What follows belongs to an exercise in optimizing a design on an open flow for small area; a production flow would make more cautious choices.
In this exercise RTL edits were held to simulation tests only and were not proved equivalent to the original.
No activity file was given, so power comes from the tool's default toggle rates. The clock port is modelled as an ideal driver; clocking choices that lean on that would not hold on a real chip.

### design/flow/run.sh
#!/bin/bash
# synth_recipe.tcl (not shown) runs the flow's synth.tcl, then flattens the netlist and writes it again
# the make line also repeats each setting of config.mk as NAME=value (left out here)
make -C /OpenROAD-flow-scripts/flow DESIGN_CONFIG=/design/flow/config.mk WORK_HOME=/design/flow/orfs CLKGATE_MAP_FILE= SYNTH_SCRIPT=/design/flow/synth_recipe.tcl finish
### design/flow/config.mk
export PLATFORM = sky130hd
export DESIGN_NAME = main
export DESIGN_NICKNAME = main
export VERILOG_FILES = /design/flow/design.v
export SDC_FILE = /design/flow/constraint.sdc
export NUM_CORES = 4
export LEC_CHECK = 0
export CAP_MARGIN = 20
export CORE_MARGIN = 2
export CORE_UTILIZATION = 55
export CTS_CLUSTER_DIAMETER = 150
export CTS_CLUSTER_SIZE = 24
export SETUP_SLACK_MARGIN = 0.1
export SLEW_MARGIN = 20
export SYNTH_HIERARCHICAL = 1
export SYNTH_MINIMUM_KEEP_SIZE = 0
### design/flow/constraint.sdc
create_clock -name core_clock -period 10.5 [get_ports {clock}]
set_input_delay 2.1000 -clock core_clock [delete_from_list [all_inputs] [get_ports {clock}]]
set_output_delay 2.1000 -clock core_clock [all_outputs]
set_load 0.01 [all_outputs]
### design/flow/design.v
`timescale 1ns / 1ps
module main(
    clock, reset, instruction, in_pc, out_pc, alu_op, reg_dst, jumpp, branch, reg_write,  mem_read, mem_to_reg, mem_write, ALU_src,
    read_data1, read_data2, alu_control, alu_out, out_sign, out_put_mux, read_data, ram_reg, pc_add, jump_j
    );
    input clock;
    input reset;
    input wire [7:0] instruction;
    output wire [7:0] in_pc;
    output reg  [7:0] out_pc;
    output wire [1:0] alu_op;
    output wire reg_dst, jumpp, branch, reg_write, mem_read, mem_to_reg, mem_write, ALU_src;
    output wire [7:0] read_data1, read_data2;
    output wire [2:0] alu_control;
    output wire [7:0] alu_out, out_sign, out_put_mux, read_data, ram_reg, pc_add, jump_j;
    wire [2:0] op = instruction[7:5];
    wire b4 = instruction[4];
    wire b3 = instruction[3];
    wire [2:0] f = instruction[2:0];
    wire is_lw   = (op == 3'b001);
    wire is_sw   = (op == 3'b010);
    wire is_j    = (op == 3'b011);
    wire is_rr   = (op == 3'b100) | (op == 3'b110);
    wire is_addi = (op == 3'b101);
    assign reg_dst    = is_rr;
    assign reg_write  = is_lw | is_rr | is_addi;
    assign mem_read   = is_lw;
    assign mem_to_reg = is_lw;
    assign mem_write  = is_sw;
    assign ALU_src    = is_lw | is_sw | is_addi;
    assign jumpp      = is_j;
    assign branch     = 1'b0;
    assign alu_op     = {is_rr | is_addi, is_j | is_addi};
    wire f000 = (f == 3'b000);
    wire f010 = (f == 3'b010);
    assign alu_control = is_rr ? {1'b0, f010, f000} : {1'b0, is_j, ~is_j};
    reg [7:0] r0, r1;
    assign read_data1 = b3 ? r1 : r0;
    assign read_data2 = b4 ? r1 : r0;
    assign out_sign    = {5'b0, f};
    assign out_put_mux = ALU_src ? out_sign : read_data2;
    wire alu_sub = alu_control[1];
    wire [7:0] alu_sum = read_data1 + (out_put_mux ^ {8{alu_sub}}) + {7'd0, alu_sub};
    assign alu_out = (alu_control[0] | alu_control[1]) ? alu_sum : 8'd0;
    wire [3:0] rlo = b3 ? r1[3:0] : r0[3:0];
    wire [4:0] lsum = {1'b0, rlo} + {2'b0, f};
    wire c4 = lsum[4];
    wire [15:0] hd0, hd1;
    wire [15:0] lo_n, hr_n;    
    genvar i, j, b;
    generate
        for (i = 0; i < 16; i = i + 1) begin : pd
            assign hd0[i] = (r0[7:4] == i);
            assign hd1[i] = (r1[7:4] == i);
            assign lo_n[i] = ~(lsum[3:0] == i);
            assign hr_n[i] = ~(c4 ? (b3 ? hd1[(i + 15) % 16] : hd0[(i + 15) % 16])
                                  : (b3 ? hd1[i] : hd0[i]));
        end
    endgenerate
    reg [7:0] mem [0:255];
    wire [7:0] mem_q;      
    wire [7:0] wdata = mem_write ? read_data2 : mem_q;
    wire [255:0] we;
    generate
        for (i = 0; i < 256; i = i + 1) begin : g
            cell_nor2 u_we (.a(hr_n[i/16]), .b(lo_n[i%16]), .y(we[i]));
            always @(posedge clock)
                if (we[i]) mem[i] <= wdata;
        end
    endgenerate
    wire [15:0] lo = ~lo_n;
    wire [7:0] rd;
    generate
        for (b = 0; b < 8; b = b + 1) begin : rb
            wire [15:0] grp_n;
            for (j = 0; j < 16; j = j + 1) begin : gr
                wire [5:0] l1_n;
                for (i = 0; i < 5; i = i + 1) begin : l1
                    cell_aoi222 u (.a0(lo[3*i]), .b0(mem[16*j+3*i][b]), .a1(lo[3*i+1]), .b1(mem[16*j+3*i+1][b]),
                                   .a2(lo[3*i+2]), .b2(mem[16*j+3*i+2][b]), .y(l1_n[i]));
                end
                cell_nand2 u_l1_last (.a(lo[15]), .b(mem[16*j+15][b]), .y(l1_n[5]));
                wire x, y;
                cell_nand3 u_x (.a(l1_n[0]), .b(l1_n[1]), .c(l1_n[2]), .y(x));
                cell_nand3 u_y (.a(l1_n[3]), .b(l1_n[4]), .c(l1_n[5]), .y(y));
                cell_o21ai u_g (.a1(x), .a2(y), .b1(~hr_n[j]), .y(grp_n[j]));
            end
            wire [3:0] l3;
            for (i = 0; i < 4; i = i + 1) begin : l3g
                cell_nand4 u (.a(grp_n[4*i]), .b(grp_n[4*i+1]), .c(grp_n[4*i+2]), .d(grp_n[4*i+3]), .y(l3[i]));
            end
            assign mem_q[b] = |l3;
            assign rd[b] = mem_q[b] & mem_read;
        end
    endgenerate
    assign read_data = rd;
    assign ram_reg = mem_to_reg ? read_data : alu_out;
    assign pc_add = out_pc + 8'd1;
    assign jump_j = {3'b000, instruction[4:0]};
    assign in_pc  = jumpp ? jump_j : pc_add;
    always @(posedge clock) begin
        if (reset) begin
            out_pc <= 8'd0;
            r0 <= 8'd5;
            r1 <= 8'd1;
        end else begin
            out_pc <= in_pc;
            if (reg_write) begin
                if (b3) r1 <= ram_reg; else r0 <= ram_reg;
            end
        end
    end
endmodule
module cell_nor2 (input a, input b, output y);
    assign y = ~(a | b);
endmodule
module cell_nand2 (input a, input b, output y);
    assign y = ~(a & b);
endmodule
module cell_nand3 (input a, input b, input c, output y);
    assign y = ~(a & b & c);
endmodule
module cell_nand4 (input a, input b, input c, input d, output y);
    assign y = ~(a & b & c & d);
endmodule
module cell_aoi222 (input a0, input b0, input a1, input b1, input a2, input b2, output y);
    assign y = ~((a0 & b0) | (a1 & b1) | (a2 & b2));
endmodule
module cell_o21ai (input a1, input a2, input b1, output y);
    assign y = ~((a1 | a2) & b1);
endmodule
==> results of run 1 <==
area by class of cell:
| cell class | instances | area, um2 |
|---|---|---|
| Timing Repair Buffer | 234 | 2430 |
| Clock inverter | 7 | 97.6 |
| Fill cell | 9675 | 52100 |
| Clock buffer | 114 | 2490 |
| Inverter | 53 | 259 |
| Tap cell | 1768 | 2210 |
| Sequential cell | 2072 | 62000 |
| Multi-Input combinational cell | 1750 | 12000 |
state kept, by name (all words and copies together) (netlist names):
register / cells
r0: 8
out_pc: 8
r1: 8
mem: 2048
final timing paths:
check	startpoint	endpoint	cells after the start
worst max-delay path	instruction[3]	ram_reg[0]	18
worst min-delay path	r0[1]	r0[1]	2
worst max register to register	r1[0]	mem[229][7]	15
worst min register to register	r0[1]	r0[1]	2
layer usage:
| metal | track usage | up-vias | share of wire |
|---|---|---|---|
| li1 | - | 17600 | - |
| met5 | 0 | - | 0 |
| met3 | 0.0491 | 271 | 0.10 |
| met1 | 0.431 | 22300 | 0.40 |
| met4 | 0.0881 | 0 | 0.031 |
| met2 | 0.459 | 2464 | 0.47 |
metrics by stage:
stage	util	hold WS [ps]	total power, mW
floorplan	-	474	13.7
global placement	0.590	505	15.8
detailed placement	0.590	511	15.9
CTS	0.610	525	19.9
global route	0.610	554	20.5
finish	0.610	528	19.9
Yosys stat by module (local to each module, per instance):
module | flip-flops and latches | times used | cells
cell_aoi222 | 0 | 640 | 1
cell_nor2 | 0 | 256 | 1
cell_o21ai | 0 | 128 | 1
cell_nand4 | 0 | 32 | 1
main | 2072 | 1 | 2457
cell_nand3 | 0 | 256 | 1
cell_nand2 | 0 | 128 | 1
worst max-delay path: stages:
cell and delay [ps]:
dlymetal6s2s_1 270, mux2_2 420, ha_1 270, fa_1 720, nor2b_1 200, nand2_2 150
inv_4 210, buf_12 280, a222oi_1 640, nand3_1 240, o21ai_2 260, nand4_1 430
nor4_4 620, buf_4 250, nor2_1 70, a21oi_1 220, inv_1 70, clkdlybuf4s50_1 480
kinds of logic (layout without fill, tap and decap cells):
group | after synthesis | in the layout | share of synthesized area
DFF | 2072 | 2072 | 0.835
and+or+nand+nor | 853 | 853 | 0.0506
AOI/OAI and AO/OA | 828 | 828 | 0.100
buffers and inverters | 84 | 408 | 0.00555
xor gates and xnor gates | 25 | 25 | 0.00295
muxes | 22 | 22 | 0.00309
adders and majority gates | 12 | 12 | 0.00223
other | 1 | 10 | 0.0000505
cells in the final DEF, fill, tap and decap left out, drive strengths merged, types with 4 or more instances in the layout:
cell type,n
a211oi,10
a21o,4
a21oi,22
a222oi,640
a31oi,6
and2,11
and3,6
buf,134
clkbuf,114
clkdlybuf4s50,99
clkinv,4
conb,10
dfxtp,24
edfxtp,2048
ha,10
inv,56
mux2,7
mux2i,15
nand2,175
nand3,264
nand4,32
nor2,331
nor2b,6
nor3,10
nor4,10
o21ai,138
xnor2,19
xor2,6
what timing repair did:
item,4_1_cts,5_1_grt
endpoints found under the setup margin,5,6
setup buffers,0,0
pin swaps,0,4
gates resized for setup,5,5
where the power goes:
group          internal (mW)  switching (mW)  leakage, nW
Sequential              11.1          0.0305         18.8
Combinational          0.952            3.68         5.08
Clock                   1.69            2.43         1.26
==> flow_summary_export.csv, run 1 <==
group,metric,value,unit
layout,finalNonFillerCells,5998,
timing,tightestPinTransition,1250,ps
clocking,clock_path_buffers,3,
synthesis,yosys_warnings,9,
floorplan,dieWidth,371,um
layout,area_growth,9.84,%
synthesis,synth-main-ff-cell,"edfxtp_1",
synthesis,netlist_area,74200,um2
synthesis,ys_ff_latch,2072,
timing,fin_crit_sh,0.961,
floorplan,initial_core_util,0.555,
grt,antenna_found_initial,3,
worst_setup_path,worstPathArrival,7990,ps
timing,hold_viol,0,
layout,final_nets,4229,
timing,slew_violations,0,
clocking,cts_hold_buf,0,
synthesis,synthMostInstantiatedCell,"edfxtp_1",
timing,rsz0062_at_grt,"no",
drt,vias,42600,
synthesis,ys_seq_area_frac,0.835,
floorplan,core_area,134000,um2
placed_design,post-place-cells,5876,
timing,post-route-min-period,10090,ps
timing,worst_slack,413,ps
worst_setup_path,cp_max_fo,54,
timing,fmax,0.0991,GHz
layout,layout-drive-gt1-share,0.0702,
grt,grt_pass1_vias,40000,
worst_setup_path,crit_path_end_kind,"primary output",
placed_design,dp_slack,-380,ps
synthesis,synth_cell_type_count,51,
synthesis,yosys.area.top_type_share,0.829,
drt,vias_per_cell,7.11,
placed_design,placed_area,78800,um2
floorplan,die_h,371,um
clocking,numCtsBuffers,96,
worst_setup_path,r2r_slack,4030,ps
power,powerDensity,244,nW/um2
worst_setup_path,crit_required,8400,ps
grt,grt_max_degree,216,
drt,ant_nets,0,
clocking,cts_tree,"yes",
synthesis,synth.top_cells.by_count,"edfxtp_1, a222oi_1, nor2_1",
synthesis,syn_avg_cell_area,19.0,um2
power,p_leak,25.1,nW
clocking,cts_sinks,2072,
floorplan,die_area,138000,um2
drt,drt-initial-drc-count,7335,
layout,antennaDiodeCount,0,
synthesis,syn_inst,3897,
timing,fin_skew,46.8,ps
grt,grt_first_pass_wirelength,289000,um
synthesis,postSynth.asyncResetShare,0,
placed_design,place.gp.congestion,0.886,
drt,routedWlPerCell,34.1,um
timing,setup_viol,0,
flow_run,cap_viol_max_count,0,
grt,grt-ovfl-total,0,
floorplan,num_rows,134,
worst_setup_path,path_class,"primary input to primary output",
synthesis,synth.area.top_cells,"edfxtp_1, a222oi_1, nand3_1",
timing,finalSetupTns,0,ps
run_status,status,"no timing/DRC/antenna violations",
floorplan,io_pins,111,
grt,grt_usage,0.294,
drt,wirelength,205000,um
placed_design,io_buffer_count,100,
worst_setup_path,start_kind,"primary input",
clocking,htreeDepth,3,
synthesis,synth-edff-count,2048,
synthesis,synth_top_area_cell,"edfxtp_1",
drt,drc,0,
timing,maxSlewHeadroom,0.165,
placed_design,dp_hpwl,120000,um
hold_path,min_path_type,"flip-flop to flip-flop",
clocking,path_clk_slew,100,ps
layout,postLayoutCellArea,81500,um2
clocking,clock_tree.root_cell,"clkbuf_16",
clocking,clock_latency,770,ps
power,vdd_ir_drop_max,0.000331,V
drt,first_pass_iters,10,
==> run 2, diff against run 1 <==
--- a/design/flow/config.mk
+++ b/design/flow/config.mk
@@ -8,7 +8,7 @@
 export CAP_MARGIN = 20
 export CORE_MARGIN = 2
-export CORE_UTILIZATION = 55
-export CTS_CLUSTER_DIAMETER = 150
-export CTS_CLUSTER_SIZE = 24
+export CORE_UTILIZATION = 62
+export CTS_CLUSTER_DIAMETER = 80
+export CTS_CLUSTER_SIZE = 30
 export SETUP_SLACK_MARGIN = 0.1
 export SLEW_MARGIN = 20
==> run 2 against run 1 <==
Against the previous run: maximum frequency rose by 1.5%; largest cell class unchanged; sequential power is essentially flat; highest routed layer is now met5; clock skew down 15 ps; combinational power fell by 0.9%; still clean on timing, DRC and antenna; sequential share of layout area rose by 0.91 points; critical endpoint is now ram_reg[7].
==> flow_summary_export.csv, run 2 <==
group,metric,value,unit
worst_setup_path,cp_max_fo,59,
timing,worst_slack,564,ps
floorplan,die_h,350,um
grt,grt-ovfl-total,0,
placed_design,post-place-cells,5671,
layout,layout-drive-gt1-share,0.0582,
synthesis,synthMostInstantiatedCell,"edfxtp_1",
floorplan,initial_core_util,0.627,
clocking,clock_path_buffers,3,
drt,wirelength,199000,um
synthesis,synth_top_area_cell,"edfxtp_1",
drt,routedWlPerCell,34.3,um
placed_design,placed_area,78100,um2
worst_setup_path,rr_endpoint,"mem[245][2]",
hold_path,min_path_type,"flip-flop to flip-flop",
grt,grt_first_pass_wirelength,282000,um
clocking,clock_latency,710,ps
synthesis,synth-edff-count,2048,
drt,wl_met2,92800,um
drt,route.met3.wl,24600,um
timing,tightestPinTransition,1150,ps
drt,drt-initial-drc-count,8538,
layout,largest_reg_flops,2048,
hold_path,min_path_cells,2,
timing,post-route-min-period,9940,ps
layout,final_nets,4178,
timing,maxSlewHeadroom,0.231,
floorplan,io_pins,111,
power,vdd_ir_drop_max,0.000344,V
timing,fmax,0.101,GHz
placed_design,dp_hpwl,118000,um
drt,drc,0,
synthesis,yosys_warnings,9,
hold_path,min_to,"r0[1]",
worst_setup_path,path_class,"primary input to primary output",
clocking,cts_sinks,2072,
synthesis,ys_seq_area_frac,0.835,
grt,antenna_found_initial,8,
synthesis,synth_cell_type_count,51,
grt,grt_max_degree,239,
drt,vias,42600,
timing,fin_skew,32.1,ps
synthesis,yosys.area.top_type_share,0.829,
synthesis,syn_inst,3897,
power,p_leak,24.7,nW
floorplan,core_area,118000,um2
layout,multi_input_area,12000,um2
worst_setup_path,crit_path_end_kind,"primary output",
synthesis,netlist_area,74200,um2
drt,drt-met1-wl,75300,um
clocking,cts_tree,"yes",
drt,highest_layer,"met5",
synthesis,synth.top_cells.by_count,"edfxtp_1, a222oi_1, nor2_1",
placed_design,dp_slack,101,ps
synthesis,syn_avg_cell_area,19.0,um2
hold_path,worstHoldStart,"r0[1]",
placed_design,io_buffer_count,100,
synthesis,postSynth.asyncResetShare,0,
drt,ant_nets,0,
worst_setup_path,path_cells,"dlymetal6s2s_1, mux2_2, ha_1, a21o_1, a21oi_1, xnor2_1, nor2_1, nand2_1, inv_4, buf_4, a222oi_1, nand3_1, o21ai_1, nand4_1, nor4_2, buf_4, nor2_1, a211oi_2, inv_1, clkdlybuf4s50_1",
placed_design,place.gp.congestion,0.903,
synthesis,synth-main-ff-cell,"edfxtp_1",
power,powerDensity,243,nW/um2
layout,postLayoutCellArea,80500,um2
clocking,path_clk_slew,90,ps
timing,hold_viol,0,
grt,grt_pass1_vias,39800,
worst_setup_path,crit_required,8400,ps
worst_setup_path,worstPathArrival,7840,ps
timing,finalSetupTns,0,ps
layout,area_growth,8.54,%
layout,regMostFlops,"mem",
worst_setup_path,r2r_slack,3830,ps
layout,nFillCells,7708,
timing,fin_crit_sh,0.946,
worst_setup_path,rr_startpoint,"r1[1]",
layout,ff_latch_area,62000,um2
layout,most-common-layout-cells,"edfxtp_1, a222oi_1, nor2_1",
worst_setup_path,critical-path-slowest-cell,"a222oi_1",
clocking,numCtsBuffers,81,
layout,layout_commonest_cell,"edfxtp_1",
synthesis,synth.area.top_cells,"edfxtp_1, a222oi_1, nand3_1",
drt,first_pass_iters,11,
synthesis,ys_ff_latch,2072,
layout,finalNonFillerCells,5785,
clocking,clock_tree.root_cell,"clkbuf_16",
worst_setup_path,crit_path_max_incr_delay,680,ps
run_status,status,"no timing/DRC/antenna violations",
clocking,htreeDepth,3,
floorplan,die_area,122000,um2
floorplan,num_rows,126,
clocking,cts_setup_buffers,0,
timing,setup_viol,0,
drt,vias_per_cell,7.36,
timing,rsz0062_at_grt,"no",
flow_run,cap_viol_max_count,0,
grt,grt_usage,0.322,
timing,slew_violations,0,
worst_setup_path,r2r_cells,19,
floorplan,dieWidth,350,um
worst_setup_path,start_kind,"primary input",
[run 2: cell counts after synthesis]
Identical to the previous run, type by type.
[run 2: cell type report]
class,instances,share of cell area
clock inverter,13,0.00231
multi-input combinational,1750,0.149
sequential,2072,0.770
antenna,7,0.000218
inverter,53,0.00315
clock buffer,92,0.0265
tap,1600,0.0249
timing repair buffer,198,0.0245
[run 2: cells by family (layout without fill, tap and decap cells)]
group                      count (synthesis)  in the layout  share of synthesized area
and+or+nand+nor                          853            853                     0.0506
other                                      1             17                  0.0000505
AOI/OAI and AO/OA                        828            828                      0.100
DFF                                     2072           2072                      0.835
muxes                                     22             22                    0.00309
buffers and inverters                     84            356                    0.00555
xor gates and xnor gates                  25             25                    0.00295
adders and majority gates                 12             12                    0.00223
[run 2: critical path, delay by kind of cell]
family | cells | cell delay [ps]
AO/OA/AOI/OAI | 5 | 1780
XOR/XNOR | 1 | 200
adder cells (fa/ha/maj) | 1 | 290
buffers and inverters | 6 | 1690
multiplexers | 1 | 460
AND/OR/NAND/NOR | 6 | 1250
[run 2: through the flow]
step | hold WS [ps] | power [mW] | utilization
after floorplan | 474 | 13.7 | -
final | 531 | 19.6 | 0.680
after global placement | 511 | 15.6 | 0.660
after CTS | 525 | 19.5 | 0.679
after detailed placement | 513 | 15.8 | 0.660
after global routing | 549 | 20.1 | 0.680
[run 2: how the worst max path moves through the flow]
stage,from,to,slack (ps),cells after the start
finish,instruction[3],ram_reg[7],560,20
detailed placement,instruction[3],ram_reg[7],100,21
global placement,instruction[3],ram_reg[7],10,20
CTS,instruction[3],ram_reg[7],180,21
floorplan,instruction[3],mem[0][0],-1170,15
global route,instruction[3],ram_reg[7],420,21
[run 2: what timing repair did]
action | CTS | global route
gates resized for setup | 1 | 11
hold buffers | 0 | 0
pin swaps | 2 | 3
setup endpoints to repair | 1 | 7
cloned | 0 | 0
[run 2: power breakdown]
part	total (mW)	switching (mW)	leakage, nW	internal [mW]
Combinational	4.59	3.70	4.83	0.893
Sequential	11.1	0.0315	18.8	11.1
Clock	3.85	2.32	1.13	1.53
Total	19.6	6.05	24.7	13.5
[run 2: layer usage]
metal,up-vias,track usage
li1,17500,-
met1,21900,0.473
met2,2909,0.502
met3,294,0.0629
met4,8,0.0933
met5,-,0
[run 2: per-module statistics from Yosys (local to each module, per instance)]
module,times used,cell area [um2]
main,1,64200
cell_aoi222,640,10.0
cell_nand3,256,5.00
cell_o21ai,128,5.00
cell_nor2,256,3.75
cell_nand2,128,3.75
cell_nand4,32,6.26
==> run 3, diff against run 2 <==
==> design/flow/flow/run.sh (new file) <==
#!/bin/bash
# The standard layout (the standard.sh, standard synthesis included), with three changes:
#  - the port buffers are the smallest buffer cell instead of clkdlybuf4s50_1;
#  - clock-tree sinks are clustered 24 to a leaf buffer, within 150 um;
#  - the clock tree gets no dummy loads.
# Each tool's full output goes to the ORFS logs under orfs/logs/; make's output to standard.log.
set -euo pipefail
cd "$(dirname "$0")/.."
export BUFFER_PORTS_ARGS="-buffer_cell sky130_fd_sc_hd__buf_1"
export CTS_ARGS="-sink_clustering_enable -repair_clock_nets -sink_clustering_size 24 -sink_clustering_max_diameter 150 -dont_use_dummy_load"
bash standard.sh > standard.log 2>&1
==> design/flow/standard.sh (new file) <==
#!/bin/bash
# synth_recipe.tcl (not shown) runs the flow's synth.tcl, then flattens the netlist and writes it again
# the make line also repeats each setting of config.mk as NAME=value (left out here)
make -C /OpenROAD-flow-scripts/flow DESIGN_CONFIG=/design/flow/config.mk WORK_HOME=/design/flow/orfs CLKGATE_MAP_FILE= SYNTH_SCRIPT=/design/flow/synth_recipe.tcl "${@:-finish}"
--- a/design/flow/config.mk
+++ b/design/flow/config.mk
@@ -8,7 +8,5 @@
 export CAP_MARGIN = 20
 export CORE_MARGIN = 2
-export CORE_UTILIZATION = 62
-export CTS_CLUSTER_DIAMETER = 80
-export CTS_CLUSTER_SIZE = 30
+export CORE_UTILIZATION = 55
 export SETUP_SLACK_MARGIN = 0.1
 export SLEW_MARGIN = 20
removed: design/flow/run.sh
==> run 3 against run 2 <==
Against the previous run: largest power group unchanged; first-iteration DRC count decreased by 7.6%; count of clock-buffer cells in the layout increased by 4; sequential cell count unchanged; core utilization decreased by 7.7 points; cell count increased by 3.2%; register-to-register slack improved by 390 ps; clock skew increased by 16 ps; worst hold slack got worse by 6.5 ps.
==> flow_summary_export.csv, run 3 <==
group,metric,value,unit
clocking,clock_tree.root_cell,"clkbuf_16",
floorplan,core_area,134000,um2
layout,most-common-layout-cells,"edfxtp_1, a222oi_1, nor2_1",
drt,ant_nets,0,
placed_design,place.gp.congestion,0.915,
floorplan,num_rows,134,
layout,fin_util,0.603,
clocking,cts_hold_buf,0,
layout,postLayoutCellArea,80600,um2
timing,worst_slack,457,ps
timing,fin_skew,48.5,ps
synthesis,synth.area.top_cells,"edfxtp_1, a222oi_1, nand3_1",
grt,grt_pass1_vias,39700,
worst_setup_path,crit_path_end_kind,"primary output",
worst_setup_path,worstPathArrival,7940,ps
timing,rsz0062_at_grt,"no",
power,powerDensity,245,nW/um2
drt,drt-initial-drc-count,7889,
worst_setup_path,r2r_slack,4220,ps
synthesis,netlist_area,74200,um2
clocking,cts_setup_buffers,0,
layout,final_nets,4220,
synthesis,syn_avg_cell_area,19.0,um2
clocking,path_clk_slew,100,ps
timing,setup_viol,0,
worst_setup_path,start_kind,"primary input",
power,total_power,19.7,mW
grt,antenna_found_initial,6,
floorplan,io_pins,111,
hold_path,min_path_type,"flip-flop to flip-flop",
clocking,clock_latency,740,ps
synthesis,synth.top_cells.by_count,"edfxtp_1, a222oi_1, nor2_1",
clocking,cts_sinks,2072,
floorplan,die_h,371,um
drt,first_pass_iters,14,
clocking,post_cts_resized,0,
clocking,htreeDepth,3,
power,p_leak,24.7,nW
run_status,status,"no timing/DRC/antenna violations",
clocking,cts_tree,"yes",
synthesis,synthMostInstantiatedCell,"edfxtp_1",
clocking,clock_path_buffers,3,
placed_design,dp_hpwl,122000,um
timing,tightestPinTransition,1040,ps
worst_setup_path,rr_startpoint,"r1[1]",
timing,post-route-min-period,10040,ps
timing,slew_violations,0,
drt,vias_per_cell,7.12,
placed_design,io_buffer_count,100,
layout,largest_reg_flops,2048,
worst_setup_path,crit_required,8400,ps
synthesis,yosys.area.top_type_share,0.829,
floorplan,initial_core_util,0.555,
layout,layout_commonest_cell,"edfxtp_1",
timing,fin_crit_sh,0.957,
worst_setup_path,crit_start,"instruction[3]",
floorplan,die_area,138000,um2
worst_setup_path,r2r_cells,18,
placed_design,dp_slack,247,ps
worst_setup_path,rr_endpoint,"mem[158][2]",
synthesis,synth_cell_type_count,51,
synthesis,ys_seq_area_frac,0.835,
synthesis,syn_inst,3897,
worst_setup_path,path_class,"primary input to primary output",
grt,grt_usage,0.294,
drt,vias,42500,
timing,fmax,0.0996,GHz
layout,layout-drive-gt1-share,0.0663,
timing,hold_viol,0,
flow_run,cap_viol_max_count,0,
grt,grt-ovfl-total,0,
floorplan,dieWidth,371,um
synthesis,ys_ff_latch,2072,
timing,whs,525,ps
synthesis,synth_top_area_cell,"edfxtp_1",
grt,grt_first_pass_wirelength,289000,um
layout,area_growth,8.65,%
grt,grt_max_degree,228,
power,vdd_ir_drop_max,0.000382,V
drt,drc,0,
worst_setup_path,setup.worst_path.end,"ram_reg[3]",
hold_path,worstHoldStart,"r1[1]",
timing,maxSlewHeadroom,0.294,
clocking,numCtsBuffers,96,
drt,routedWlPerCell,34.4,um
drt,wirelength,205000,um
placed_design,placed_area,78100,um2
synthesis,synth-main-ff-cell,"edfxtp_1",
synthesis,yosys_warnings,9,
layout,regMostFlops,"mem",
worst_setup_path,cp_max_fo,80,
synthesis,postSynth.asyncResetShare,0,
synthesis,synth-edff-count,2048,
run 3: cell counts after synthesis:
No cell type changed its count.
run 3: worst min-delay path by stage:
stage	depth (start not counted)	endpoint	slack [ps]
global placement	2	r0[2]	500
CTS	2	r1[2]	530
detailed placement	2	r0[2]	500
global route	2	r1[1]	540
finish	2	r1[1]	520
floorplan	2	r0[2]	470
run 3: critical path, stage by stage:
cell,delay [ps]
clkbuf_2,320
mux2_2,430
ha_1,220
fa_1,710
nor2b_1,190
nand2_2,150
inv_4,120
buf_12,200
a222oi_1,610
nand3_1,200
o21ai_1,440
nand4_1,390
nor4_2,710
buf_4,250
nor2_1,60
a21oi_1,260
inv_1,140
buf_1,150
run 3: per-module statistics from Yosys, one instance, submodules excluded:
module / area [um2] / flip-flops and latches / cells inside / copies in the design
main: 64200 / 2072 / 2457 / 1
cell_aoi222: 10.0 / 0 / 1 / 640
cell_nand4: 6.26 / 0 / 1 / 32
cell_nand3: 5.00 / 0 / 1 / 256
cell_o21ai: 5.00 / 0 / 1 / 128
cell_nand2: 3.75 / 0 / 1 / 128
cell_nor2: 3.75 / 0 / 1 / 256
run 3: final cells by class:
type,instances,area (um2)
Clock buffer,96,2400
Inverter,53,254
Fill cell,9732,53000
Multi-Input combinational cell,1750,12000
Antenna cell,6,15.0
Sequential cell,2072,62000
Timing Repair Buffer,225,1760
Tap cell,1768,2210
run 3: kinds of logic after synthesis:
group / count (synthesis) / synth area share
AND/OR/NAND/NOR: 853 / 0.0506
XOR/XNOR: 25 / 0.00295
other: 1 / 0.0000505
adder cells (fa/ha/maj): 12 / 0.00223
flip-flops: 2072 / 0.835
buffers and inverters: 84 / 0.00555
multiplexers: 22 / 0.00309
AO/OA/AOI/OAI: 828 / 0.100
run 3: power breakdown:
part / leakage [nW] / internal (mW) / switching, mW
Sequential: 18.8 / 11.1 / 0.0297
Combinational: 4.78 / 0.932 / 3.71
Clock: 1.18 / 1.63 / 2.35
Total: 24.7 / 13.6 / 6.08
run 3: routing by layer:
| metal | GRT usage | vias to the layer above | share of wire |
|---|---|---|---|
| met3 | 0.0429 | 285 | 0.098 |
| met2 | 0.458 | 2480 | 0.47 |
| met5 | 0 | - | 0.000063 |
| li1 | - | 17500 | - |
| met1 | 0.439 | 22200 | 0.41 |
| met4 | 0.0798 | 2 | 0.028 |
run 3: per-stage QoR:
| step | TNS [ps] | std cells |
|---|---|---|
| 5_1_grt | 0 | 5964 |
| 6_report | 0 | 5970 |
| 3_3_place_gp | 0 | 5866 |
| 3_5_place_dp | 0 | 5866 |
| 4_1_cts | 0 | 5962 |
| 2_1_floorplan | -897070 | 3906 |
==> run 4, diff against run 3 <==
==> design/flow/flow/run.sh (replaced) <==
#!/bin/bash
# The standard layout (the standard.sh, standard synthesis included), with these changes:
#  - the port buffers are the smallest buffer cell instead of clkdlybuf4s50_1;
#  - clock-tree sinks are clustered 30 to a leaf buffer, within 80 um, with no dummy loads;
#  - after global routing, gates off the critical paths are downsized (RECOVER_POWER).
# Each tool's full output goes to the ORFS logs under orfs/logs/; make's output to standard.log.
set -euo pipefail
cd "$(dirname "$0")/.."
export BUFFER_PORTS_ARGS="-buffer_cell sky130_fd_sc_hd__buf_1"
export CTS_ARGS="-sink_clustering_enable -repair_clock_nets -sink_clustering_size 30 -sink_clustering_max_diameter 80 -dont_use_dummy_load"
export RECOVER_POWER=100
bash standard.sh > standard.log 2>&1
--- a/design/flow/config.mk
+++ b/design/flow/config.mk
@@ -8,5 +8,5 @@
 export CAP_MARGIN = 20
 export CORE_MARGIN = 2
-export CORE_UTILIZATION = 55
+export CORE_UTILIZATION = 62
 export SETUP_SLACK_MARGIN = 0.1
 export SLEW_MARGIN = 20
==> run 4 against run 3 <==
Against the previous run: non-clock buffer count fell by 23; critical path depth rose by 4; combinational power fell by 5.6%; the layout now fails its checks (max-capacitance violations, max-slew violations); maximum frequency fell by 2.8%; sequential power barely moved; clock power fell by 7.3%; worst hold slack got worse by 3.6 ps; sequential share of layout area rose by 1.2 points; core utilization rose by 6.7 points; via count rose by 0.73%; register-to-register slack got worse by 2200 ps; global-route usage rose by 2.8 points.
==> flow_summary_export.csv, run 4 <==
group,metric,value,unit
synthesis,synth.top_cells.by_count,"edfxtp_1, a222oi_1, nor2_1",
layout,largest_reg_flops,2048,
layout,layout-drive-gt1-share,0.0493,
timing,fin_crit_sh,0.984,
synthesis,synth-main-ff-cell,"edfxtp_1",
grt,grt_max_degree,180,
clocking,clock_tree.root_cell,"clkbuf_16",
placed_design,post-place-cells,5675,
drt,drt-initial-drc-count,8605,
timing,tightestPinTransition,3280,ps
synthesis,yosys.area.top_type_share,0.829,
layout,fin_util,0.671,
synthesis,syn_avg_cell_area,19.0,um2
synthesis,synth_cell_type_count,51,
clocking,post_cts_resized,0,
timing,fin_skew,80.4,ps
clocking,cts_tree,"yes",
synthesis,ys_seq_area_frac,0.835,
floorplan,io_pins,111,
synthesis,netlist_area,74200,um2
grt,grt-ovfl-total,0,
floorplan,die_h,350,um
hold_path,min_path_cells,2,
flow_run,cap_viol_max_count,17,
clocking,cts_setup_buffers,0,
worst_setup_path,critical-path-slowest-cell,"nor4_1",
drt,first_pass_iters,8,
drt,routedWlPerCell,34.6,um
worst_setup_path,crit_path_end_kind,"primary output",
drt,ant_nets,0,
layout,layout_commonest_cell,"edfxtp_1",
timing,slew_violations,1400,
timing,worst_slack,163,ps
run_status,check.faults,"max-capacitance violations, max-slew violations",
synthesis,synthMostInstantiatedCell,"edfxtp_1",
hold_path,min_path_type,"flip-flop to flip-flop",
power,powerDensity,244,nW/um2
synthesis,syn_inst,3897,
drt,vias,42800,
placed_design,dp_hpwl,119000,um
grt,antenna_found_initial,3,
timing,whs,521,ps
grt,grt_usage,0.322,
timing,fmax,0.0967,GHz
power,p_leak,24.3,nW
drt,drc,0,
clocking,cts_hold_buf,0,
worst_setup_path,crit_required,8400,ps
worst_setup_path,crit_path_max_incr_delay,640,ps
worst_setup_path,cp_max_fo,54,
clocking,cts_sinks,2072,
grt,grt_first_pass_wirelength,282000,um
layout,finalNonFillerCells,5763,
placed_design,io_buffer_count,100,
layout,multi_input_area,11900,um2
synthesis,yosys_warnings,9,
clocking,htreeDepth,3,
floorplan,initial_core_util,0.627,
clocking,clock_latency,720,ps
drt,vias_per_cell,7.43,
drt,wirelength,199000,um
run_status,status,"failed layout checks",
floorplan,core_area,118000,um2
synthesis,synth-edff-count,2048,
floorplan,die_area,122000,um2
synthesis,postSynth.asyncResetShare,0,
timing,setup_viol,0,
timing,rsz0062_at_grt,"no",
layout,final_nets,4184,
synthesis,ys_ff_latch,2072,
power,vdd_ir_drop_max,0.000331,V
clocking,path_clk_slew,90,ps
worst_setup_path,r2r_cells,17,
synthesis,synth_top_area_cell,"edfxtp_1",
layout,regMostFlops,"mem",
worst_setup_path,worstPathArrival,8240,ps
worst_setup_path,path_class,"primary input to primary output",
clocking,clock_path_buffers,3,
timing,maxSlewHeadroom,-1.19,
layout,area_growth,7.03,%
worst_setup_path,path_cells,"clkbuf_1, mux2_1, ha_1, a21o_1, a21oi_1, xnor2_1, nor2_1, nand2_1, inv_4, buf_12, buf_12, buf_4, a222oi_1, nand3_1, o21ai_0, nand4_1, nor4_1, buf_4, nor2_1, a21oi_1, inv_1, buf_1",
grt,grt_pass1_vias,40100,
synthesis,synth.area.top_cells,"edfxtp_1, a222oi_1, nand3_1",
floorplan,dieWidth,350,um
layout,most-common-layout-cells,"edfxtp_1, a222oi_1, nor2_1",
layout,ff_latch_area,62000,um2
worst_setup_path,start_kind,"primary input",
layout,nFillCells,7791,
timing,post-route-min-period,10340,ps
clocking,numCtsBuffers,83,
placed_design,dp_slack,511,ps
timing,hold_viol,0,
placed_design,place.gp.congestion,0.921,
floorplan,num_rows,126,
==> run 4: cell types whose count changed in the layout (fill, tap and decap cells not counted), moves of 8 or more <==
cell | before | now
nand2_1 | 163 | 173
buf_1 | 99 | 91
clkbuf_1 | 0 | 18
buf_4 | 91 | 63
o21ai_0 | 10 | 18
nand2_2 | 12 | 2
clkbuf_2 | 1 | 11
clkbuf_16 | 96 | 83
o21ai_1 | 128 | 120
buf_12 | 32 | 13
==> run 4: per-stage QoR <==
| step | total power [mW] | TNS [ps] | area [um2] |
|---|---|---|---|
| 2_1_floorplan | 13.7 | -897070 | 74300 |
| 3_3_place_gp | 15.5 | 0 | 77500 |
| 3_5_place_dp | 15.7 | 0 | 77500 |
| 4_1_cts | 19.3 | 0 | 79600 |
| 5_1_grt | 19.9 | 0 | 79400 |
| 6_report | 19.3 | 0 | 79400 |
==> run 4: layout make-up <==
class | count | share of cell area
Inverter | 53 | 0.00302
Sequential cell | 2072 | 0.780
Clock buffer | 83 | 0.0262
Multi-Input combinational cell | 1750 | 0.149
Timing Repair Buffer | 202 | 0.0156
Antenna cell | 3 | 0.0000945
Tap cell | 1600 | 0.0252
==> run 4: critical path, delay by kind of cell <==
family,cells,cell delay (ps)
and+or+nand+nor,6,1480
AOI/OAI and AO/OA,5,1690
buffers and inverters,8,1790
muxes,1,500
adders and majority gates,1,320
xor gates and xnor gates,1,190
==> run 4: logic make-up after synthesis <==
family	synth area share
buffers and inverters	0.00555
DFF	0.835
muxes	0.00309
xor gates and xnor gates	0.00295
AOI/OAI and AO/OA	0.100
adders and majority gates	0.00223
and+or+nand+nor	0.0506
other	0.0000505
==> run 4: metal layers <==
metal,part of all wire,track usage,routed length (um),vias to the layer above
met5,0.00040,0,80,-
met4,0.036,0.0991,7170,12
met3,0.13,0.0635,25300,323
met2,0.46,0.490,90700,3049
met1,0.38,0.481,76000,22000
li1,-,-,-,17500
==> run 4: where the power goes <==
group          internal, mW  leakage, nW  switching, mW
Sequential             11.2         18.8         0.0315
Clock                  1.43         1.02           2.26
Combinational         0.705         4.50           3.67
Total                  13.4         24.3           5.96
==> run 4: final timing paths <==
path | startpoint | to | slack (ps)
max | instruction[3] | ram_reg[2] | 160
min reg2reg | r1[1] | r1[1] | 520
min | r1[1] | r1[1] | 520
max reg2reg | r1[1] | mem[130][7] | 2020
==> run 4: modules after synthesis, one instance, submodules excluded <==
module	cells	cell area, um2
cell_nand4	1	6.26
main	2457	64200
cell_nand2	1	3.75
cell_nor2	1	3.75
cell_nand3	1	5.00
cell_aoi222	1	10.0
cell_o21ai	1	5.00
==> run 5, diff against run 4 <==
==> design/flow/flow/run.sh (replaced) <==
#!/bin/bash
# The standard layout (the standard.sh, standard synthesis included), with these changes:
#  - the port buffers are the smallest buffer cell instead of clkdlybuf4s50_1;
#  - clock-tree sinks are clustered 30 to a leaf buffer, within 80 um, with no dummy loads;
# Each tool's full output goes to the ORFS logs under orfs/logs/; make's output to standard.log.
set -euo pipefail
cd "$(dirname "$0")/.."
export BUFFER_PORTS_ARGS="-buffer_cell sky130_fd_sc_hd__buf_1"
export CTS_ARGS="-sink_clustering_enable -repair_clock_nets -sink_clustering_size 30 -sink_clustering_max_diameter 80 -dont_use_dummy_load"
bash standard.sh > standard.log 2>&1
--- a/design/flow/config.mk
+++ b/design/flow/config.mk
@@ -8,5 +8,5 @@
 export CAP_MARGIN = 20
 export CORE_MARGIN = 2
-export CORE_UTILIZATION = 62
+export CORE_UTILIZATION = 68
 export SETUP_SLACK_MARGIN = 0.1
 export SLEW_MARGIN = 20
==> run 5 against run 4 <==
Against the previous run: sequential power is essentially flat; the run now finishes clean; synthesized cell count is the same; largest cell class unchanged; first-iteration DRC count grew 12%; maximum frequency grew 0.92%; worst hold slack gained 29 ps; clock power shrank 2%; sequential share of layout area is essentially flat; clock skew shrank 23 ps; register-to-register slack gained 1300 ps; wire length shrank 0.21%; worst setup slack gained 94 ps.
==> flow_summary_export.csv, run 5 <==
group,metric,value,unit
synthesis,syn_inst,3897,
synthesis,synth_cell_type_count,51,
drt,vias,43200,
synthesis,synth.area.top_cells,"edfxtp_1, a222oi_1, nand3_1",
timing,slew_violations,0,
grt,grt_max_degree,199,
drt,first_pass_iters,10,
synthesis,syn_avg_cell_area,19.0,um2
worst_setup_path,cp_max_fo,64,
worst_setup_path,path_cells,"buf_1, mux2_2, ha_1, fa_1, nor2_1, nand2_1, inv_4, buf_4, a222oi_1, nand3_1, o21ai_1, nand4_1, nor4_2, buf_4, nor2_1, a21oi_1, inv_1, buf_1",
placed_design,dp_hpwl,118000,um
worst_setup_path,path_class,"primary input to primary output",
power,power.share.clock,0.188,
hold_path,min_path_cells,2,
synthesis,synth_compound_area_frac,0.100,
synthesis,synth_top_family_by_area,"compound AO/OA/AOI/OAI gates",
timing,setup_viol,0,
timing,fmax,0.0976,GHz
run_status,status,"no timing/DRC/antenna violations",
layout,layout_commonest_cell,"edfxtp_1",
worst_setup_path,crit_required,8400,ps
layout,nFillCells,6396,
grt,grt_first_pass_wirelength,284000,um
worst_setup_path,start_kind,"primary input",
clocking,clock_tree.root_cell,"clkbuf_16",
clocking,path_clk_slew,70,ps
power,combinationalPowerShare,0.236,
synthesis,yosys.area.top_type_share,0.829,
hold_path,min_path_type,"flip-flop to flip-flop",
layout,area_growth,7.01,%
placed_design,io_buffer_count,100,
synthesis,synthSimpleGateAreaFrac,0.0506,
synthesis,yosys_warnings,9,
timing,finalSetupTns,0,ps
synthesis,synth_mux_area_frac,0.00309,
timing,fin_crit_sh,0.976,
floorplan,core_area,109000,um2
power,seq_power_share,0.576,
worst_setup_path,crit_path_max_incr_delay,710,ps
worst_setup_path,critical-path-slowest-cell,"fa_1",
clocking,htreeDepth,3,
synthesis,synth.top_cells.by_count,"edfxtp_1, a222oi_1, nor2_1",
clocking,cts_hold_buf,0,
layout,postLayoutCellArea,79400,um2
synthesis,synthMostInstantiatedCell,"edfxtp_1",
synthesis,ys_ff_latch,2072,
layout,final_nets,4183,
synthesis,postSynth.asyncResetShare,0,
power,switchingPower,5.98,mW
clocking,cts_tree,"yes",
floorplan,dieWidth,334,um
synthesis,synth_top_area_cell,"edfxtp_1",
drt,ant_nets,0,
placed_design,placed_area,77300,um2
grt,grt-ovfl-total,0,
layout,most-common-layout-cells,"edfxtp_1, a222oi_1, nor2_1",
power,p_leak,24.4,nW
timing,hold_viol,0,
clocking,numCtsBuffers,80,
floorplan,initial_core_util,0.684,
layout,regMostFlops,"mem",
layout,layout-drive-gt1-share,0.0553,
floorplan,die_area,112000,um2
clocking,clock_path_buffers,3,
floorplan,num_rows,121,
synthesis,synth_adder_area_share,0.00223,
timing,maxSlewHeadroom,0.248,
drt,vias_per_cell,7.74,
timing,rsz0062_at_grt,"yes",
worst_setup_path,crit_path_end_kind,"primary output",
power,vdd_ir_drop_max,0.000245,V
timing,tightestPinTransition,1130,ps
floorplan,io_pins,111,
layout,largest_reg_flops,2048,
worst_setup_path,worstPathArrival,8140,ps
synthesis,ys_seq_area_frac,0.835,
synthesis,synth_xor_area_frac,0.00295,
power,powerDensity,243,nW/um2
synthesis,netlist_area,74200,um2
flow_run,cap_viol_max_count,0,
floorplan,die_h,334,um
timing,post-route-min-period,10240,ps
drt,routedWlPerCell,35.6,um
synthesis,synth-main-ff-cell,"edfxtp_1",
power,switching_share,0.310,
grt,grt_usage,0.355,
placed_design,place.gp.congestion,0.948,
grt,antenna_found_initial,7,
clocking,clock_latency,710,ps
grt,grt_pass1_vias,40600,
synthesis,synth-edff-count,2048,
clocking,cts_setup_buffers,0,
clocking,cts_sinks,2072,
drt,wirelength,199000,um
timing,fin_skew,57.8,ps
clocking,post_cts_resized,0,
power,p_int,13.3,mW
drt,drt-initial-drc-count,9629,
worst_setup_path,r2r_cells,19,
drt,drc,0,
==> run 5: modules after synthesis, one instance, submodules excluded <==
module,cells inside,times used
cell_aoi222,1,640
cell_nand2,1,128
cell_o21ai,1,128
cell_nor2,1,256
cell_nand4,1,32
main,2457,1
cell_nand3,1,256
==> run 5: metrics by stage <==
stage | power (mW) | hold slack (ps) | std cells | util | setup WS, ps
floorplan | 13.7 | 474 | 3906 | - | -1170
global placement | 15.5 | 535 | 5491 | 0.712 | 393
detailed placement | 15.7 | 530 | 5491 | 0.712 | 327
CTS | 19.2 | 540 | 5571 | 0.731 | 317
global route | 19.8 | 563 | 5573 | 0.731 | 60.4
finish | 19.3 | 550 | 5580 | 0.731 | 257
==> run 5: logic make-up (layout without fill, tap and decap cells) <==
logic type | after synthesis | after routing
and+or+nand+nor | 853 | 853
muxes | 22 | 22
DFF | 2072 | 2072
adders and majority gates | 12 | 12
AOI/OAI and AO/OA | 828 | 828
other | 1 | 17
buffers and inverters | 84 | 337
xor gates and xnor gates | 25 | 25
==> run 5: layout make-up <==
cell class | instances | area (um2) | share of cell area
Multi-Input combinational cell | 1750 | 12000 | 0.151
Timing Repair Buffer | 204 | 1390 | 0.0175
Inverter | 53 | 251 | 0.00317
Sequential cell | 2072 | 62000 | 0.781
Tap cell | 1414 | 1770 | 0.0223
Clock buffer | 80 | 2000 | 0.0252
Antenna cell | 7 | 17.5 | 0.000221
==> run 5: power by group through the flow <==
stage / sequential, mW / combinational (mW) / clock (mW)
after detailed placement: 11.3 / 4.42 / 0
after global routing: 11.1 / 4.74 / 3.90
after CTS: 11.1 / 4.42 / 3.64
after floorplan: 11.6 / 2.08 / 0
after global placement: 11.3 / 4.22 / 0
final: 11.1 / 4.55 / 3.62
==> run 5: path summary, 6_finish.rpt <==
path	from	end	slack [ps]
max reg2reg	r1[1]	mem[180][7]	3360
max	instruction[3]	ram_reg[0]	260
min reg2reg	r1[2]	r1[2]	550
min	r1[2]	r1[2]	550
==> run 5: critical path, delay by kind of cell <==
family,cells,cell delay [ps]
buffers and inverters,6,1710
and+or+nand+nor,6,1590
AOI/OAI and AO/OA,3,1230
adders and majority gates,2,950
muxes,1,470
==> run 5: routing by layer <==
metal  track usage  wire length [um]  up-vias  part of all wire
met2         0.536             91000     3442              0.46
met4         0.127              7880        4             0.040
met1         0.522             71400    21900              0.36
met3        0.0782             28600      420              0.14
met5             0                25        -           0.00013
li1              -                 -    17500                 -
==> run 6, diff against run 5 <==
--- a/design/flow/config.mk
+++ b/design/flow/config.mk
@@ -8,5 +8,6 @@
 export CAP_MARGIN = 20
 export CORE_MARGIN = 2
-export CORE_UTILIZATION = 68
+export CORE_UTILIZATION = 62
+export GPL_TIMING_DRIVEN = 0
 export SETUP_SLACK_MARGIN = 0.1
 export SLEW_MARGIN = 20
==> run 6 against run 5 <==
Against the previous run: cell count up 4.3%; critical path depth up 3; worst setup slack lost 140 ps; critical endpoint is now ram_reg[4]; clock skew down 8.3 ps; sequential cell count stayed put; still clean on timing, DRC and antenna; highest routed layer unchanged.
==> flow_summary_export.csv, run 6 <==
group,metric,value,unit
synthesis,synth-edff-count,2048,
layout,largest_reg_flops,2048,
timing,finalSetupTns,0,ps
grt,grt_pass1_vias,39200,
synthesis,netlist_area,74200,um2
layout,regMostFlops,"mem",
synthesis,syn_avg_cell_area,19.0,um2
synthesis,synth_xor_area_frac,0.00295,
clocking,cts_tree,"yes",
synthesis,synth_cell_type_count,51,
flow_run,cap_viol_max_count,0,
timing,post-route-min-period,10380,ps
power,total_power,20.5,mW
layout,most-common-layout-cells,"edfxtp_1, a222oi_1, nor2_1",
grt,grt_max_degree,97,
worst_setup_path,crit_path_end_kind,"primary output",
drt,routedWlPerCell,33.4,um
grt,grt-ovfl-total,0,
drt,vias,42100,
worst_setup_path,start_kind,"primary input",
synthesis,yosys.area.top_type_share,0.829,
placed_design,dp_hpwl,120000,um
drt,wirelength,195000,um
drt,first_pass_iters,10,
grt,antenna_found_initial,6,
clocking,clock_latency,700,ps
layout,layout_commonest_cell,"edfxtp_1",
synthesis,synth_top_family_by_area,"compound AO/OA/AOI/OAI gates",
drt,vias_per_cell,7.23,
timing,fin_skew,49.5,ps
clocking,clock_tree.root_cell,"clkbuf_16",
drt,ant_nets,0,
layout,final_nets,4241,
synthesis,synth_mux_area_frac,0.00309,
power,vdd_ir_drop_max,0.000165,V
synthesis,ys_ff_latch,2072,
floorplan,die_area,122000,um2
synthesis,synthSimpleGateAreaFrac,0.0506,
timing,hold_viol,0,
worst_setup_path,crit_required,8400,ps
clocking,numCtsBuffers,81,
drt,drc,0,
synthesis,postSynth.asyncResetShare,0,
synthesis,synth_top_area_cell,"edfxtp_1",
placed_design,io_buffer_count,98,
synthesis,ys_seq_area_frac,0.835,
floorplan,io_pins,111,
hold_path,min_path_type,"flip-flop to flip-flop",
synthesis,synth.area.top_cells,"edfxtp_1, a222oi_1, nand3_1",
timing,fin_crit_sh,0.989,
drt,drt-initial-drc-count,8072,
worst_setup_path,cp_max_fo,96,
synthesis,yosys_warnings,9,
floorplan,initial_core_util,0.627,
floorplan,dieWidth,350,um
synthesis,syn_inst,3897,
clocking,htreeDepth,3,
synthesis,synth-main-ff-cell,"edfxtp_1",
clocking,cts_sinks,2072,
grt,grt_first_pass_wirelength,275000,um
timing,fmax,0.0963,GHz
synthesis,synth_adder_area_share,0.00223,
timing,setup_viol,0,
timing,maxSlewHeadroom,0.160,
layout,layout-drive-gt1-share,0.0745,
power,p_leak,25.4,nW
clocking,clock_path_buffers,3,
synthesis,synth_compound_area_frac,0.100,
worst_setup_path,path_class,"primary input to primary output",
floorplan,core_area,118000,um2
layout,fin_util,0.694,
run_status,status,"no timing/DRC/antenna violations",
clocking,path_clk_slew,60,ps
layout,area_growth,10.7,%
grt,grt_usage,0.316,
floorplan,die_h,350,um
synthesis,synth.top_cells.by_count,"edfxtp_1, a222oi_1, nor2_1",
floorplan,num_rows,126,
timing,slew_violations,0,
power,powerDensity,250,nW/um2
worst_setup_path,worstPathArrival,8280,ps
timing,tightestPinTransition,1250,ps
timing,rsz0062_at_grt,"no",
placed_design,place.gp.congestion,0.877,
synthesis,synthMostInstantiatedCell,"edfxtp_1",
[run 6: changes by cell type in the layout (fill, tap and decap cells not counted), sizes merged]
| cell | previous run | this run |
|---|---|---|
| diode | 7 | 4 |
| buf | 204 | 252 |
| clkbuf | 80 | 90 |
[run 6: layout make-up]
type,instances,area [um2]
timing repair buffer,230,3290
tap,1600,2000
clock buffer,81,2030
multi-input combinational,1750,12300
sequential,2072,62000
fill,7597,36200
inverter,53,332
buffer,31,204
antenna,4,10.0
[run 6: stage by stage]
stage | area, um2 | setup WS [ps] | std cells | hold slack [ps]
floorplan | 74300 | -1170 | 3906 | 474
global placement | 76700 | -12630 | 5604 | 491
detailed placement | 79700 | -952 | 5716 | 505
CTS | 82000 | 51.8 | 5805 | 515
global route | 82100 | 119 | 5817 | 528
finish | 82200 | 117 | 5821 | 515
[run 6: critical path: stages]
cell,delay (ps)
clkbuf_2,200
clkbuf_4,280
mux2_2,460
ha_1,300
a21o_1,170
a21oi_1,260
xnor2_1,210
nor2_1,260
nand2_4,340
buf_12,230
inv_8,110
buf_16,240
a222oi_1,440
nand3_1,120
o21ai_1,500
nand4_1,550
nor4_4,620
nor2_1,150
a21oi_2,330
inv_1,90
buf_1,140
[run 6: kinds of logic (layout without fill, tap and decap cells)]
| logic type | Yosys count | count (layout) |
|---|---|---|
| mux | 22 | 22 |
| buf+inv | 84 | 395 |
| other cells | 1 | 14 |
| xor+xnor | 25 | 25 |
| compound gates | 828 | 828 |
| flops | 2072 | 2072 |
| simple gates | 853 | 853 |
| fa+ha+maj | 12 | 12 |
[run 6: modules after synthesis (local to each module, per instance), excerpt]
module	flops+latches	cell area [um2]	cells inside
main	2072	64200	2457
cell_nand3	0	5.00	1
cell_nand4	0	6.26	1
cell_o21ai	0	5.00	1
cell_aoi222	0	10.0	1
cell_nor2	0	3.75	1
[run 6: path summary, 6_finish.rpt]
| path | start | to | slack (ps) | cells past startpoint |
|---|---|---|---|---|
| max | instruction[3] | ram_reg[4] | 120 | 21 |
| min | r0[1] | r0[1] | 510 | 2 |
| max reg2reg | r1[1] | mem[39][5] | 3540 | 22 |
| min reg2reg | r0[1] | r0[1] | 510 | 2 |
[run 6: layer usage]
layer  share of wire  vias to the layer above  GRT usage
li1                -                    17600          -
met1            0.39                    21600      0.478
met2            0.46                     2529      0.478
met3            0.12                      269     0.0599
met4           0.030                        4     0.0902
met5         0.00032                        -          0
[run 6: repair_timing]
item | 4_1_cts | 5_1_grt
setup endpoints to repair | 16 | 9
pin swaps | 8 | 10
endpoints found under the hold margin | 0 | 0
hold buffers | 0 | 0
gates resized for setup | 32 | 5
setup buffers | 8 | 12
[run 6: power breakdown]
| group | switching [mW] | total (mW) | leakage [nW] | internal (mW) |
|---|---|---|---|---|
| Combinational | 3.91 | 5.85 | 5.59 | 1.94 |
| Clock | 2.27 | 3.66 | 0.998 | 1.40 |
| Sequential | 0.0287 | 11.0 | 18.8 | 11.0 |
| Total | 6.21 | 20.5 | 25.4 | 14.3 |
==> run 7, diff against run 6 <==
--- a/design/flow/config.mk
+++ b/design/flow/config.mk
@@ -9,5 +9,5 @@
 export CORE_MARGIN = 2
 export CORE_UTILIZATION = 62
-export GPL_TIMING_DRIVEN = 0
+export PLACE_DENSITY = 0.75
 export SETUP_SLACK_MARGIN = 0.1
 export SLEW_MARGIN = 20
==> run 7 against run 6 <==
Against the previous run: wire length down 2.8%; sequential share of layout area rose by 2.2 points; cell count shrank 0.88%; clock skew is 37 ps higher; worst hold slack better by 6.4 ps; maximum frequency is 2.4% higher; critical path depth decreased by 4.
==> flow_summary_export.csv, run 7 <==
group,metric,value,unit
run_status,status,"no timing/DRC/antenna violations",
hold_path,min_to,"r0[1]",
worst_setup_path,rr_endpoint,"mem[129][3]",
clocking,clock_tree.root_cell,"clkbuf_16",
grt,antenna_found_initial,1,
synthesis,synth.area.top_cells,"edfxtp_1, a222oi_1, nand3_1",
placed_design,io_buffer_count,100,
clocking,cts_sinks,2072,
timing,maxSlewHeadroom,0.259,
floorplan,die_h,350,um
drt,vias_per_cell,7.42,
clocking,htreeDepth,3,
worst_setup_path,r2r_cells,15,
worst_setup_path,path_class,"primary input to primary output",
hold_path,min_path_type,"flip-flop to flip-flop",
synthesis,yosys_warnings,9,
clocking,clock_latency,710,ps
power,combinationalPowerShare,0.233,
power,switching_share,0.304,
hold_path,min_path_cells,2,
synthesis,netlist_area,74200,um2
clocking,post_cts_resized,0,
layout,most-common-layout-cells,"edfxtp_1, a222oi_1, nor2_1",
timing,rsz0062_at_grt,"no",
timing,post-route-min-period,10140,ps
synthesis,synth_cell_type_count,51,
drt,drt-initial-drc-count,8667,
worst_setup_path,start_kind,"primary input",
floorplan,dieWidth,350,um
drt,first_pass_iters,10,
flow_run,cap_viol_max_count,0,
power,seq_power_share,0.578,
clocking,clock_path_buffers,3,
floorplan,initial_core_util,0.627,
grt,grt_first_pass_wirelength,273000,um
grt,grt_usage,0.306,
grt,grt-ovfl-total,0,
layout,fin_util,0.674,
floorplan,die_area,122000,um2
worst_setup_path,worstPathArrival,8040,ps
layout,regMostFlops,"mem",
clocking,cts_setup_buffers,0,
synthesis,syn_inst,3897,
clocking,cts_hold_buf,0,
power,powerDensity,240,nW/um2
floorplan,io_pins,111,
synthesis,ys_seq_area_frac,0.835,
timing,tightestPinTransition,1110,ps
power,switchingPower,5.84,mW
timing,slew_violations,0,
layout,final_nets,4190,
synthesis,synth-main-ff-cell,"edfxtp_1",
timing,setup_viol,0,
synthesis,ys_ff_latch,2072,
timing,fmax,0.0987,GHz
power,vdd_ir_drop_max,0.000402,V
hold_path,worstHoldStart,"r0[1]",
floorplan,core_area,118000,um2
floorplan,num_rows,126,
power,power.share.clock,0.189,
drt,vias,42800,
worst_setup_path,crit_path_end_kind,"primary output",
timing,fin_skew,86.7,ps
drt,wl_met2,86500,um
drt,ant_nets,0,
timing,fin_crit_sh,0.965,
layout,largest_reg_flops,2048,
timing,whs,521,ps
timing,hold_viol,0,
placed_design,place.gp.congestion,0.941,
drt,routedWlPerCell,32.8,um
power,total_power,19.2,mW
grt,grt_max_degree,239,
synthesis,synthMostInstantiatedCell,"edfxtp_1",
drt,highest_layer,"met4",
synthesis,synth.top_cells.by_count,"edfxtp_1, a222oi_1, nor2_1",
power,p_int,13.4,mW
synthesis,yosys.area.top_type_share,0.829,
grt,grt_pass1_vias,40200,
placed_design,dp_hpwl,112000,um
worst_setup_path,cp_max_fo,55,
drt,drc,0,
worst_setup_path,crit_required,8400,ps
synthesis,postSynth.asyncResetShare,0,
clocking,cts_tree,"yes",
drt,route.met3.wl,26800,um
synthesis,syn_avg_cell_area,19.0,um2
worst_setup_path,r2r_slack,3580,ps
clocking,numCtsBuffers,81,
clocking,path_clk_slew,60,ps
drt,drt-met1-wl,68200,um
power,p_leak,24.4,nW
synthesis,synth_top_area_cell,"edfxtp_1",
worst_setup_path,rr_startpoint,"r1[0]",
layout,layout_commonest_cell,"edfxtp_1",
drt,wirelength,189000,um
layout,area_growth,7.58,%
layout,layout-drive-gt1-share,0.0593,
synthesis,synth-edff-count,2048,
[run 7: cell counts after synthesis]
No cell type changed its count.
[run 7: kinds of logic after synthesis]
group / after synthesis / share of synthesized area
xor+xnor: 25 / 0.00295
flops: 2072 / 0.835
fa+ha+maj: 12 / 0.00223
buf+inv: 84 / 0.00555
simple gates: 853 / 0.0506
compound gates: 828 / 0.100
mux: 22 / 0.00309
other cells: 1 / 0.0000505
[run 7: area by class of cell]
class / count / area [um2]
diodes: 4 / 10.0
inverters: 53 / 251
multi-input cells: 1750 / 12000
repair buffers: 210 / 1560
well taps: 1600 / 2000
fillers: 7490 / 38600
flip-flops and latches: 2072 / 62000
clock buffers: 81 / 2030
[run 7: per-module statistics from Yosys, one instance, submodules excluded]
module / cells inside / flops+latches / area (um2)
cell_nand2: 1 / 0 / 3.75
cell_nand4: 1 / 0 / 6.26
cell_aoi222: 1 / 0 / 10.0
cell_nor2: 1 / 0 / 3.75
main: 2457 / 2072 / 64200
cell_nand3: 1 / 0 / 5.00
cell_o21ai: 1 / 0 / 5.00
[run 7: worst max path at each step]
stage	from	to	slack, ps	cells past startpoint
floorplan	instruction[3]	mem[0][0]	-1170	15
global placement	instruction[3]	ram_reg[4]	800	19
detailed placement	instruction[3]	ram_reg[4]	570	17
finish	instruction[3]	ram_reg[3]	360	17
global route	instruction[3]	ram_reg[4]	450	18
CTS	instruction[3]	ram_reg[7]	520	17
[run 7: power groups by stage]
stage / sequential [mW] / clock (mW) / combinational (mW)
4_1_cts: 11.1 / 3.64 / 4.31
2_1_floorplan: 11.6 / 0 / 2.08
5_1_grt: 11.1 / 3.90 / 4.69
3_5_place_dp: 11.3 / 0 / 4.32
6_report: 11.1 / 3.62 / 4.48
3_3_place_gp: 11.3 / 0 / 4.12
[run 7: layer usage]
layer,up-vias,GRT usage
li1,17500,-
met1,21600,0.443
met2,3412,0.465
met3,355,0.0709
met4,0,0.110
met5,-,0
[run 7: critical path, cell delays in order]
cell,delay (ps)
buf_1,240
mux2_2,420
ha_1,300
fa_1,740
nor2_1,210
nand2_2,150
inv_4,300
buf_4,310
a222oi_1,580
nand3_1,140
o21ai_1,460
nand4_1,390
nor4_1,980
nor2_1,150
a21oi_1,340
inv_1,70
buf_1,130
[run 7: per-stage QoR]
step,setup WS (ps),setup TNS [ps],instance area (um2),instances
5_1_grt,451,0,79800,5766
4_1_cts,522,0,79700,5763
3_3_place_gp,796,0,77600,5679
6_report,364,0,79800,5770
2_1_floorplan,-1170,-897070,74300,3906
3_5_place_dp,573,0,77700,5682
==> run 8, diff against run 7 <==
--- a/design/flow/config.mk
+++ b/design/flow/config.mk
@@ -9,5 +9,4 @@
 export CORE_MARGIN = 2
 export CORE_UTILIZATION = 62
-export PLACE_DENSITY = 0.75
 export SETUP_SLACK_MARGIN = 0.1
 export SLEW_MARGIN = 20
==> run 8 against run 7 <==
Against the previous run: critical path type unchanged; synthesized cell count unchanged; critical endpoint is now ram_reg[1]; combinational power hardly changed; area after synthesis is the same; via count down 0.67%; die area unchanged; first-iteration DRC count shrank 1.3%; still clean; worst setup slack worse by 91 ps; global-route usage grew 1.6 points.
==> flow_summary_export.csv, run 8 <==
group,metric,value,unit
synthesis,synth.area.top_cells,"edfxtp_1, a222oi_1, nand3_1",
clocking,post_cts_resized,0,
timing,fin_skew,81.3,ps
flow_run,cap_viol_max_count,0,
synthesis,synth_top_area_cell,"edfxtp_1",
worst_setup_path,crit_path_end_kind,"primary output",
placed_design,dp_slack,511,ps
drt,drt-met1-wl,76500,um
layout,layout-drive-gt1-share,0.0560,
layout,postLayoutCellArea,79700,um2
power,p_leak,24.4,nW
synthesis,syn_inst,3897,
synthesis,postSynth.asyncResetShare,0,
synthesis,netlist_area,74200,um2
timing,post-route-min-period,10230,ps
timing,fmax,0.0978,GHz
power,total_power,19.3,mW
timing,maxSlewHeadroom,0.247,
synthesis,synth-edff-count,2048,
layout,area_growth,7.39,%
power,powerDensity,242,nW/um2
clocking,numCtsBuffers,83,
clocking,clock_tree.root_cell,"clkbuf_16",
layout,fin_util,0.673,
grt,grt-ovfl-total,0,
synthesis,synth-main-ff-cell,"edfxtp_1",
grt,grt_pass1_vias,40100,
drt,drt-initial-drc-count,8554,
synthesis,synthMostInstantiatedCell,"edfxtp_1",
power,vdd_ir_drop_max,0.000355,V
grt,grt_first_pass_wirelength,282000,um
drt,route.met3.wl,24600,um
timing,tightestPinTransition,1120,ps
drt,highest_layer,"met5",
layout,largest_reg_flops,2048,
synthesis,yosys.area.top_type_share,0.829,
timing,setup_viol,0,
clocking,clock_latency,720,ps
synthesis,synth_cell_type_count,51,
layout,regMostFlops,"mem",
grt,grt_max_degree,180,
drt,vias_per_cell,7.37,
worst_setup_path,cp_max_fo,54,
timing,fin_crit_sh,0.974,
floorplan,dieWidth,350,um
timing,rsz0062_at_grt,"no",
clocking,clock_path_buffers,3,
timing,worst_slack,273,ps
run_status,status,"no timing/DRC/antenna violations",
clocking,cts_setup_buffers,0,
floorplan,num_rows,126,
clocking,cts_hold_buf,0,
placed_design,place.gp.congestion,0.921,
synthesis,ys_seq_area_frac,0.835,
timing,hold_viol,0,
placed_design,placed_area,77500,um2
synthesis,ys_ff_latch,2072,
worst_setup_path,path_class,"primary input to primary output",
floorplan,die_h,350,um
timing,slew_violations,0,
layout,final_nets,4184,
worst_setup_path,start_kind,"primary input",
layout,ff_latch_area,62000,um2
placed_design,dp_hpwl,119000,um
worst_setup_path,crit_required,8400,ps
clocking,htreeDepth,3,
drt,routedWlPerCell,34.5,um
clocking,cts_sinks,2072,
drt,drc,0,
floorplan,initial_core_util,0.627,
floorplan,die_area,122000,um2
drt,wl_met2,90600,um
grt,grt_usage,0.322,
layout,multi_input_area,12000,um2
synthesis,yosys_warnings,9,
drt,wirelength,199000,um
worst_setup_path,worstPathArrival,8130,ps
clocking,path_clk_slew,90,ps
drt,first_pass_iters,9,
floorplan,core_area,118000,um2
layout,most-common-layout-cells,"edfxtp_1, a222oi_1, nor2_1",
clocking,cts_tree,"yes",
hold_path,min_path_type,"flip-flop to flip-flop",
placed_design,io_buffer_count,100,
synthesis,syn_avg_cell_area,19.0,um2
layout,nFillCells,7754,
synthesis,synth.top_cells.by_count,"edfxtp_1, a222oi_1, nor2_1",
floorplan,io_pins,111,
drt,vias,42500,
layout,layout_commonest_cell,"edfxtp_1",
grt,antenna_found_initial,3,
drt,ant_nets,0,
run 8: cell counts after synthesis:
No cell type changed its count.
run 8: Yosys stat by module (local to each module, per instance):
module / copies in the design / area, um2 / flops+latches / cells inside
cell_nand4: 32 / 6.26 / 0 / 1
cell_aoi222: 640 / 10.0 / 0 / 1
cell_nand3: 256 / 5.00 / 0 / 1
cell_o21ai: 128 / 5.00 / 0 / 1
main: 1 / 64200 / 2072 / 2457
cell_nor2: 256 / 3.75 / 0 / 1
cell_nand2: 128 / 3.75 / 0 / 1
run 8: critical path, stage by stage:
cell and delay [ps]:
buf_1 340, mux2_2 440, ha_1 220, fa_1 600, nor2b_1 250, nand2_1 160, inv_4 260, buf_4 320
a222oi_1 430, nand3_1 240, o21ai_1 410, nand4_1 470, nor4_1 800, buf_4 270, nor2_1 90, a21oi_1 400
inv_1 100, buf_1 140
run 8: final timing paths:
| kind | start | to | slack (ps) | cells past startpoint |
|---|---|---|---|---|
| hold reg to reg | r1[1] | r1[1] | 520 | 2 |
| hold / removal | r1[1] | r1[1] | 520 | 2 |
| setup reg to reg | r1[0] | mem[163][6] | 3390 | 18 |
| setup / recovery | instruction[3] | ram_reg[1] | 270 | 18 |
run 8: layout make-up:
type,count,share of cell area
Clock buffer,83,0.0261
Tap cell,1600,0.0251
Sequential cell,2072,0.778
Timing Repair Buffer,202,0.0173
Multi-Input combinational cell,1750,0.150
Antenna cell,4,0.000126
Inverter,53,0.00316
run 8: layer usage:
layer / GRT usage / vias to the layer above
met5: 0 / -
li1: - / 17500
met1: 0.481 / 21800
met4: 0.0991 / 2
met2: 0.490 / 2887
met3: 0.0635 / 300
run 8: logic make-up after synthesis:
group / Yosys count / share of synthesized area
buffers and inverters: 84 / 0.00555
and+or+nand+nor: 853 / 0.0506
adders and majority gates: 12 / 0.00223
AOI/OAI and AO/OA: 828 / 0.100
muxes: 22 / 0.00309
xor gates and xnor gates: 25 / 0.00295
other: 1 / 0.0000505
DFF: 2072 / 0.835
run 8: power breakdown:
group / internal, mW / leakage [nW] / switching (mW) / total [mW]
clock network: 1.43 / 1.02 / 2.26 / 3.69
registers: 11.1 / 18.8 / 0.0317 / 11.1
logic: 0.810 / 4.59 / 3.67 / 4.48
run 8: per-stage QoR:
stage | cells | setup TNS (ps) | hold slack [ps]
after detailed placement | 5675 | 0 | 508
final | 5764 | 0 | 520
after floorplan | 3906 | -897070 | 474
after global routing | 5760 | 0 | 552
after CTS | 5758 | 0 | 521
after global placement | 5675 | 0 | 500

Check on run 8: ideal ports give 0.273 ns setup slack; a clkbuf_16 on the clock port and buf_2 on the inputs give 0.250 ns; moving port delays by the midpoint clock arrival (0.758 ns) as well gives 0.250 ns.
